This design comes from an exercise in tuning for small area and a short achievable clock period on the open sky130 flow, not from production work. The RTL was checked by simulation tests, not by an equivalence proof against the original design.

== run a ==
Design bitcruncher_dp, start of the top module:
module bitcruncher_dp(
    input         clk,
    input         rst_n,
    input  [21:0] ctrl,             
    input  [15:0] MBR_in_memory,
    output [7:0]  MAR_out_memory,
    output [15:0] MBR_out_memory,
    output [7:0]  IR_out,
    output [3:0]  ALUflags
    );
Size: ~92 flip-flops, roughly 76 I/O pins, ~20000 sq um of cells after synthesis.
Settings: LEC_CHECK=0, ABC_AREA=1, CAP_MARGIN=20, CORE_MARGIN=2, CORE_UTILIZATION=40, CTS_BUF_LIST=sky130_fd_sc_hd__clkbuf_4 sky130_fd_sc_hd__clkbuf_8, SLEW_MARGIN=20; clock period 40.0 ns.
standard.sh (not shown) runs the stock make flow with config.mk's settings and CLKGATE_MAP_FILE= SYNTH_SCRIPT=/design/flow/synth_recipe.tcl, a recipe that flattens the netlist after the stock synthesis.
==> flow/flow/run.sh <==
#!/bin/bash
# The standard layout, with the standard synthesis, changed in two ways (the
# clock period and the constraints are the design's own):
#  - timing repair aims for 27 ns of setup slack instead of 0;
#  - after synthesis the delay cells (clkdlybuf4s*, dlygate*, dlymetal*) are
#    added to the platform's don't-use list, so the port buffers that
#    placement inserts are plain buffers instead of delay buffers.
# Each step's output goes to its own log.
set -euo pipefail
bash standard.sh synth > synth.log 2>&1
DONT_USE="sky130_fd_sc_hd__lpflow_bleeder_1 sky130_fd_sc_hd__lpflow_clkbufkapwr_1 sky130_fd_sc_hd__lpflow_clkbufkapwr_16 sky130_fd_sc_hd__lpflow_clkbufkapwr_2 sky130_fd_sc_hd__lpflow_clkbufkapwr_4 sky130_fd_sc_hd__lpflow_clkbufkapwr_8 sky130_fd_sc_hd__lpflow_clkinvkapwr_1 sky130_fd_sc_hd__lpflow_clkinvkapwr_16 sky130_fd_sc_hd__lpflow_clkinvkapwr_2 sky130_fd_sc_hd__lpflow_clkinvkapwr_4 sky130_fd_sc_hd__lpflow_clkinvkapwr_8 sky130_fd_sc_hd__lpflow_decapkapwr_12 sky130_fd_sc_hd__lpflow_decapkapwr_3 sky130_fd_sc_hd__lpflow_decapkapwr_4 sky130_fd_sc_hd__lpflow_decapkapwr_6 sky130_fd_sc_hd__lpflow_decapkapwr_8 sky130_fd_sc_hd__lpflow_inputiso0n_1 sky130_fd_sc_hd__lpflow_inputiso0p_1 sky130_fd_sc_hd__lpflow_inputiso1n_1 sky130_fd_sc_hd__lpflow_inputiso1p_1 sky130_fd_sc_hd__lpflow_inputisolatch_1 sky130_fd_sc_hd__lpflow_isobufsrc_1 sky130_fd_sc_hd__lpflow_isobufsrc_16 sky130_fd_sc_hd__lpflow_isobufsrc_2 sky130_fd_sc_hd__lpflow_isobufsrc_4 sky130_fd_sc_hd__lpflow_isobufsrc_8 sky130_fd_sc_hd__lpflow_isobufsrckapwr_16 sky130_fd_sc_hd__lpflow_lsbuf_lh_hl_isowell_tap_1 sky130_fd_sc_hd__lpflow_lsbuf_lh_hl_isowell_tap_2 sky130_fd_sc_hd__lpflow_lsbuf_lh_hl_isowell_tap_4 sky130_fd_sc_hd__lpflow_lsbuf_lh_isowell_4 sky130_fd_sc_hd__lpflow_lsbuf_lh_isowell_tap_1 sky130_fd_sc_hd__lpflow_lsbuf_lh_isowell_tap_2 sky130_fd_sc_hd__lpflow_lsbuf_lh_isowell_tap_4 sky130_fd_sc_hd__probe_p_8 sky130_fd_sc_hd__probec_p_8 sky130_fd_sc_hd__clkdlybuf4s15_1 sky130_fd_sc_hd__clkdlybuf4s15_2 sky130_fd_sc_hd__clkdlybuf4s18_1 sky130_fd_sc_hd__clkdlybuf4s18_2 sky130_fd_sc_hd__clkdlybuf4s25_1 sky130_fd_sc_hd__clkdlybuf4s25_2 sky130_fd_sc_hd__clkdlybuf4s50_1 sky130_fd_sc_hd__clkdlybuf4s50_2 sky130_fd_sc_hd__dlygate4sd1_1 sky130_fd_sc_hd__dlygate4sd2_1 sky130_fd_sc_hd__dlygate4sd3_1 sky130_fd_sc_hd__dlymetal6s2s_1 sky130_fd_sc_hd__dlymetal6s4s_1 sky130_fd_sc_hd__dlymetal6s6s_1 "
bash standard.sh SETUP_SLACK_MARGIN=27 "DONT_USE_CELLS=$DONT_USE" finish > layout.log 2>&1
Having completed the whole flow, run a delivered a layout that passed the timing, design-rule and antenna checks.
diff inputs: run a => run b
Settings: a deleted CTS_BUF_LIST that had been sky130_fd_sc_hd__clkbuf_4 sky130_fd_sc_hd__clkbuf_8; a change of CORE_UTILIZATION from 40 to 33.
Diff run a -> run b: inserted tap cell count rose 110, area of placed instances went up, fraction of area in registers held steady.
Run b was carried through to the last stage, and its layout satisfied the timing, design-rule and antenna checks.
| worst hold slack after final layout | run b vs run a | 0.0090 ns lower |
[compare] base=run a new=run b: multi-input logic cell count now sits at about the same level.
Run a vs run b, worst setup path startpoint: u_BR.BRr[7]$_DFFE_PN0P_ vs u_BR.BRr[0]$_DFFE_PN0P_
Run b reports its library cell contributing the largest single delay on the critical path as fa_1 while run a reports dfrtp_2.

========
## run 1
Starting RTL as in the previous note.
==> flow/config.mk <==
export PLATFORM = sky130hd
export DESIGN_NAME = bitcruncher_dp
export DESIGN_NICKNAME = bitcruncher_dp
export VERILOG_FILES = /design/flow/design.v
export SDC_FILE = /design/flow/constraint.sdc
export NUM_CORES = 4
export LEC_CHECK = 0
export ABC_AREA = 1
export CAP_MARGIN = 20
export CORE_MARGIN = 2
export CORE_UTILIZATION = 40
export SLEW_MARGIN = 20
==> flow/constraint.sdc <==
create_clock -name core_clock -period 40.0 [get_ports {clk}]
set_input_delay 8.0000 -clock core_clock [delete_from_list [all_inputs] [get_ports {clk}]]
set_output_delay 8.0000 -clock core_clock [all_outputs]
set_load 0.01 [all_outputs]
==> flow/flow/run.sh <==
#!/bin/bash
# The standard layout, with the standard synthesis, changed in two ways (the
# clock period and the constraints are the design's own):
#  - timing repair aims for 26 ns of setup slack instead of 0;
#  - after synthesis the delay cells (clkdlybuf4s*, dlygate*, dlymetal*) are
#    added to the platform's don't-use list, so the port buffers that
#    placement inserts are plain buffers instead of delay buffers.
# Each step's output goes to its own log.
set -euo pipefail
bash standard.sh synth > synth.log 2>&1
DONT_USE="sky130_fd_sc_hd__lpflow_bleeder_1 sky130_fd_sc_hd__lpflow_clkbufkapwr_1 sky130_fd_sc_hd__lpflow_clkbufkapwr_16 sky130_fd_sc_hd__lpflow_clkbufkapwr_2 sky130_fd_sc_hd__lpflow_clkbufkapwr_4 sky130_fd_sc_hd__lpflow_clkbufkapwr_8 sky130_fd_sc_hd__lpflow_clkinvkapwr_1 sky130_fd_sc_hd__lpflow_clkinvkapwr_16 sky130_fd_sc_hd__lpflow_clkinvkapwr_2 sky130_fd_sc_hd__lpflow_clkinvkapwr_4 sky130_fd_sc_hd__lpflow_clkinvkapwr_8 sky130_fd_sc_hd__lpflow_decapkapwr_12 sky130_fd_sc_hd__lpflow_decapkapwr_3 sky130_fd_sc_hd__lpflow_decapkapwr_4 sky130_fd_sc_hd__lpflow_decapkapwr_6 sky130_fd_sc_hd__lpflow_decapkapwr_8 sky130_fd_sc_hd__lpflow_inputiso0n_1 sky130_fd_sc_hd__lpflow_inputiso0p_1 sky130_fd_sc_hd__lpflow_inputiso1n_1 sky130_fd_sc_hd__lpflow_inputiso1p_1 sky130_fd_sc_hd__lpflow_inputisolatch_1 sky130_fd_sc_hd__lpflow_isobufsrc_1 sky130_fd_sc_hd__lpflow_isobufsrc_16 sky130_fd_sc_hd__lpflow_isobufsrc_2 sky130_fd_sc_hd__lpflow_isobufsrc_4 sky130_fd_sc_hd__lpflow_isobufsrc_8 sky130_fd_sc_hd__lpflow_isobufsrckapwr_16 sky130_fd_sc_hd__lpflow_lsbuf_lh_hl_isowell_tap_1 sky130_fd_sc_hd__lpflow_lsbuf_lh_hl_isowell_tap_2 sky130_fd_sc_hd__lpflow_lsbuf_lh_hl_isowell_tap_4 sky130_fd_sc_hd__lpflow_lsbuf_lh_isowell_4 sky130_fd_sc_hd__lpflow_lsbuf_lh_isowell_tap_1 sky130_fd_sc_hd__lpflow_lsbuf_lh_isowell_tap_2 sky130_fd_sc_hd__lpflow_lsbuf_lh_isowell_tap_4 sky130_fd_sc_hd__probe_p_8 sky130_fd_sc_hd__probec_p_8 sky130_fd_sc_hd__clkdlybuf4s15_1 sky130_fd_sc_hd__clkdlybuf4s15_2 sky130_fd_sc_hd__clkdlybuf4s18_1 sky130_fd_sc_hd__clkdlybuf4s18_2 sky130_fd_sc_hd__clkdlybuf4s25_1 sky130_fd_sc_hd__clkdlybuf4s25_2 sky130_fd_sc_hd__clkdlybuf4s50_1 sky130_fd_sc_hd__clkdlybuf4s50_2 sky130_fd_sc_hd__dlygate4sd1_1 sky130_fd_sc_hd__dlygate4sd2_1 sky130_fd_sc_hd__dlygate4sd3_1 sky130_fd_sc_hd__dlymetal6s2s_1 sky130_fd_sc_hd__dlymetal6s4s_1 sky130_fd_sc_hd__dlymetal6s6s_1 "
bash standard.sh SETUP_SLACK_MARGIN=26 "DONT_USE_CELLS=$DONT_USE" finish > layout.log 2>&1
--- input diff run 1..run 2 ---
==> flow/flow/run.sh <==
#!/bin/bash
# The standard layout, with the standard synthesis, changed in two ways (the
# clock period and the constraints are the design's own):
#  - timing repair aims for 28 ns of setup slack instead of 0;
#  - after synthesis the delay cells (clkdlybuf4s*, dlygate*, dlymetal*) are
#    added to the platform's don't-use list, so the port buffers that
#    placement inserts are plain buffers instead of delay buffers.
# Each step's output goes to its own log.
set -euo pipefail
bash standard.sh synth > synth.log 2>&1
DONT_USE="sky130_fd_sc_hd__lpflow_bleeder_1 sky130_fd_sc_hd__lpflow_clkbufkapwr_1 sky130_fd_sc_hd__lpflow_clkbufkapwr_16 sky130_fd_sc_hd__lpflow_clkbufkapwr_2 sky130_fd_sc_hd__lpflow_clkbufkapwr_4 sky130_fd_sc_hd__lpflow_clkbufkapwr_8 sky130_fd_sc_hd__lpflow_clkinvkapwr_1 sky130_fd_sc_hd__lpflow_clkinvkapwr_16 sky130_fd_sc_hd__lpflow_clkinvkapwr_2 sky130_fd_sc_hd__lpflow_clkinvkapwr_4 sky130_fd_sc_hd__lpflow_clkinvkapwr_8 sky130_fd_sc_hd__lpflow_decapkapwr_12 sky130_fd_sc_hd__lpflow_decapkapwr_3 sky130_fd_sc_hd__lpflow_decapkapwr_4 sky130_fd_sc_hd__lpflow_decapkapwr_6 sky130_fd_sc_hd__lpflow_decapkapwr_8 sky130_fd_sc_hd__lpflow_inputiso0n_1 sky130_fd_sc_hd__lpflow_inputiso0p_1 sky130_fd_sc_hd__lpflow_inputiso1n_1 sky130_fd_sc_hd__lpflow_inputiso1p_1 sky130_fd_sc_hd__lpflow_inputisolatch_1 sky130_fd_sc_hd__lpflow_isobufsrc_1 sky130_fd_sc_hd__lpflow_isobufsrc_16 sky130_fd_sc_hd__lpflow_isobufsrc_2 sky130_fd_sc_hd__lpflow_isobufsrc_4 sky130_fd_sc_hd__lpflow_isobufsrc_8 sky130_fd_sc_hd__lpflow_isobufsrckapwr_16 sky130_fd_sc_hd__lpflow_lsbuf_lh_hl_isowell_tap_1 sky130_fd_sc_hd__lpflow_lsbuf_lh_hl_isowell_tap_2 sky130_fd_sc_hd__lpflow_lsbuf_lh_hl_isowell_tap_4 sky130_fd_sc_hd__lpflow_lsbuf_lh_isowell_4 sky130_fd_sc_hd__lpflow_lsbuf_lh_isowell_tap_1 sky130_fd_sc_hd__lpflow_lsbuf_lh_isowell_tap_2 sky130_fd_sc_hd__lpflow_lsbuf_lh_isowell_tap_4 sky130_fd_sc_hd__probe_p_8 sky130_fd_sc_hd__probec_p_8 sky130_fd_sc_hd__clkdlybuf4s15_1 sky130_fd_sc_hd__clkdlybuf4s15_2 sky130_fd_sc_hd__clkdlybuf4s18_1 sky130_fd_sc_hd__clkdlybuf4s18_2 sky130_fd_sc_hd__clkdlybuf4s25_1 sky130_fd_sc_hd__clkdlybuf4s25_2 sky130_fd_sc_hd__clkdlybuf4s50_1 sky130_fd_sc_hd__clkdlybuf4s50_2 sky130_fd_sc_hd__dlygate4sd1_1 sky130_fd_sc_hd__dlygate4sd2_1 sky130_fd_sc_hd__dlygate4sd3_1 sky130_fd_sc_hd__dlymetal6s2s_1 sky130_fd_sc_hd__dlymetal6s4s_1 sky130_fd_sc_hd__dlymetal6s6s_1 "
bash standard.sh SETUP_SLACK_MARGIN=28 "DONT_USE_CELLS=$DONT_USE" finish > layout.log 2>&1
==> comparison <==
Length of routed met2 wiring (run 2 / run 1): 1.08. Register fraction of the total cell area, run 1 and run 2: larger value in run 1. Between run 1 and run 2, share of the clock period used by the worst path is higher for run 1, run 2 comes in under that. Width of the chip: run 2 vs run 1 identical.
Relative to run 2, the following input files were edited for run 3:
Settings: setting PLACE_DENSITY to 0.5 for the first time.
==> flow/flow/run.sh <==
#!/bin/bash
# The standard layout, with the standard synthesis, changed in two ways (the
# clock period and the constraints are the design's own):
#  - timing repair aims for 27 ns of setup slack instead of 0;
#  - after synthesis the delay cells (clkdlybuf4s*, dlygate*, dlymetal*) are
#    added to the platform's don't-use list, so the port buffers that
#    placement inserts are plain buffers instead of delay buffers.
# Each step's output goes to its own log.
set -euo pipefail
bash standard.sh synth > synth.log 2>&1
DONT_USE="sky130_fd_sc_hd__lpflow_bleeder_1 sky130_fd_sc_hd__lpflow_clkbufkapwr_1 sky130_fd_sc_hd__lpflow_clkbufkapwr_16 sky130_fd_sc_hd__lpflow_clkbufkapwr_2 sky130_fd_sc_hd__lpflow_clkbufkapwr_4 sky130_fd_sc_hd__lpflow_clkbufkapwr_8 sky130_fd_sc_hd__lpflow_clkinvkapwr_1 sky130_fd_sc_hd__lpflow_clkinvkapwr_16 sky130_fd_sc_hd__lpflow_clkinvkapwr_2 sky130_fd_sc_hd__lpflow_clkinvkapwr_4 sky130_fd_sc_hd__lpflow_clkinvkapwr_8 sky130_fd_sc_hd__lpflow_decapkapwr_12 sky130_fd_sc_hd__lpflow_decapkapwr_3 sky130_fd_sc_hd__lpflow_decapkapwr_4 sky130_fd_sc_hd__lpflow_decapkapwr_6 sky130_fd_sc_hd__lpflow_decapkapwr_8 sky130_fd_sc_hd__lpflow_inputiso0n_1 sky130_fd_sc_hd__lpflow_inputiso0p_1 sky130_fd_sc_hd__lpflow_inputiso1n_1 sky130_fd_sc_hd__lpflow_inputiso1p_1 sky130_fd_sc_hd__lpflow_inputisolatch_1 sky130_fd_sc_hd__lpflow_isobufsrc_1 sky130_fd_sc_hd__lpflow_isobufsrc_16 sky130_fd_sc_hd__lpflow_isobufsrc_2 sky130_fd_sc_hd__lpflow_isobufsrc_4 sky130_fd_sc_hd__lpflow_isobufsrc_8 sky130_fd_sc_hd__lpflow_isobufsrckapwr_16 sky130_fd_sc_hd__lpflow_lsbuf_lh_hl_isowell_tap_1 sky130_fd_sc_hd__lpflow_lsbuf_lh_hl_isowell_tap_2 sky130_fd_sc_hd__lpflow_lsbuf_lh_hl_isowell_tap_4 sky130_fd_sc_hd__lpflow_lsbuf_lh_isowell_4 sky130_fd_sc_hd__lpflow_lsbuf_lh_isowell_tap_1 sky130_fd_sc_hd__lpflow_lsbuf_lh_isowell_tap_2 sky130_fd_sc_hd__lpflow_lsbuf_lh_isowell_tap_4 sky130_fd_sc_hd__probe_p_8 sky130_fd_sc_hd__probec_p_8 sky130_fd_sc_hd__clkdlybuf4s15_1 sky130_fd_sc_hd__clkdlybuf4s15_2 sky130_fd_sc_hd__clkdlybuf4s18_1 sky130_fd_sc_hd__clkdlybuf4s18_2 sky130_fd_sc_hd__clkdlybuf4s25_1 sky130_fd_sc_hd__clkdlybuf4s25_2 sky130_fd_sc_hd__clkdlybuf4s50_1 sky130_fd_sc_hd__clkdlybuf4s50_2 sky130_fd_sc_hd__dlygate4sd1_1 sky130_fd_sc_hd__dlygate4sd2_1 sky130_fd_sc_hd__dlygate4sd3_1 sky130_fd_sc_hd__dlymetal6s2s_1 sky130_fd_sc_hd__dlymetal6s4s_1 sky130_fd_sc_hd__dlymetal6s6s_1 "
bash standard.sh SETUP_SLACK_MARGIN=27 "DONT_USE_CELLS=$DONT_USE" finish > layout.log 2>&1
## What came out
Run 3 vs run 2 on global-route usage: run 3 is the higher one.
Run 2 -> run 3: well-tap cell count delta 0, exact match
Relative to run 2, the required time at the endpoint of the critical path of run 3 is higher by 0.02 ns.
Cmp run 3 vs run 2: maximum net fanout on the critical path higher in run 3
On maximum frequency: run 3 sits below run 2.
From run 2 to run 3 the numbers moved as follows: critical path depth decreased about 2.2%.
Going from run 2 to run 3, final design instance area without fill shrank by a few percent.
met3 layer usage reported by global route in run 3 is 1.1 points below run 2.
Inputs modified between run 3 and run 4:
Settings: GPL_ROUTABILITY_DRIVEN now 0, previously not set; PLACE_DENSITY no longer set, was 0.5.
==> summary.txt <==
- As far as summed instance area of the synthesized netlist goes, run 4 and run 3 are indistinguishable; the numbers are identical.
- When run 4 is measured against run 3, its sequential cell area share turns out 0.25 points higher.
- Note that the routed wire length recorded for run 3 amounts to 1.10 times the value seen in run 4.
- A library cell contributing the largest single delay on the critical path of nor4b_1 is what run 4 shows, while fa_1 belongs to run 3.
- Run 4 finished all stages; the layout is clean.
- Run 3 and run 4 ended up with roughly the same share of the cycle needed by the critical path after routing.

[what the ideal ports hide]
How much do the figures lean on ideal ports? The routed layouts below were timed once more, with nothing changed but the port constraints. Step 1 sets driving cells, clkbuf_16 on the clock port and buf_2 on the other inputs (assumed; they add their load-dependent delay and slew). Step 2 adds t to the input delays and takes it off the output delays; t is the mean of the earliest and latest rising clock arrival at the registers after step 1. Input paths then give back, and output paths get back, about the clock's delay inside the block. Slacks: ideal ports / drivers / drivers and shift; pairs: ideal ports / drivers.
run | t (ns) | setup WS [ns] | worst hold slack (ns) | worst setup path at the end | pins driven straight from the clock port
run a | 0.444 | 27.605 / 27.605 / 27.282 | 0.495 / 0.495 / 0.495 | input to register | 1
run b | 0.418 | 27.555 / 27.555 / 27.540 | 0.486 / 0.486 / 0.486 | input to register | 1
run 1 | 0.406 | 26.977 / 26.977 / 26.977 | 0.488 / 0.488 / 0.488 | register to register | 1
run 2 | 0.411 | 27.760 / 27.760 / 27.760 | 0.488 / 0.488 / 0.488 | register to register | 1
run 3 | 0.424 | 27.459 / 27.459 / 27.314 | 0.495 / 0.495 / 0.495 | input to register | 1
run 4 | 0.413 | 27.478 / 27.503 / 27.090 | 0.488 / 0.488 / 0.488 | input to register | 1
After both steps every run listed still meets setup and hold. The setup slack of run 4, which loses most, moves by +0.025 ns with the drivers and by -0.388 ns with both steps.
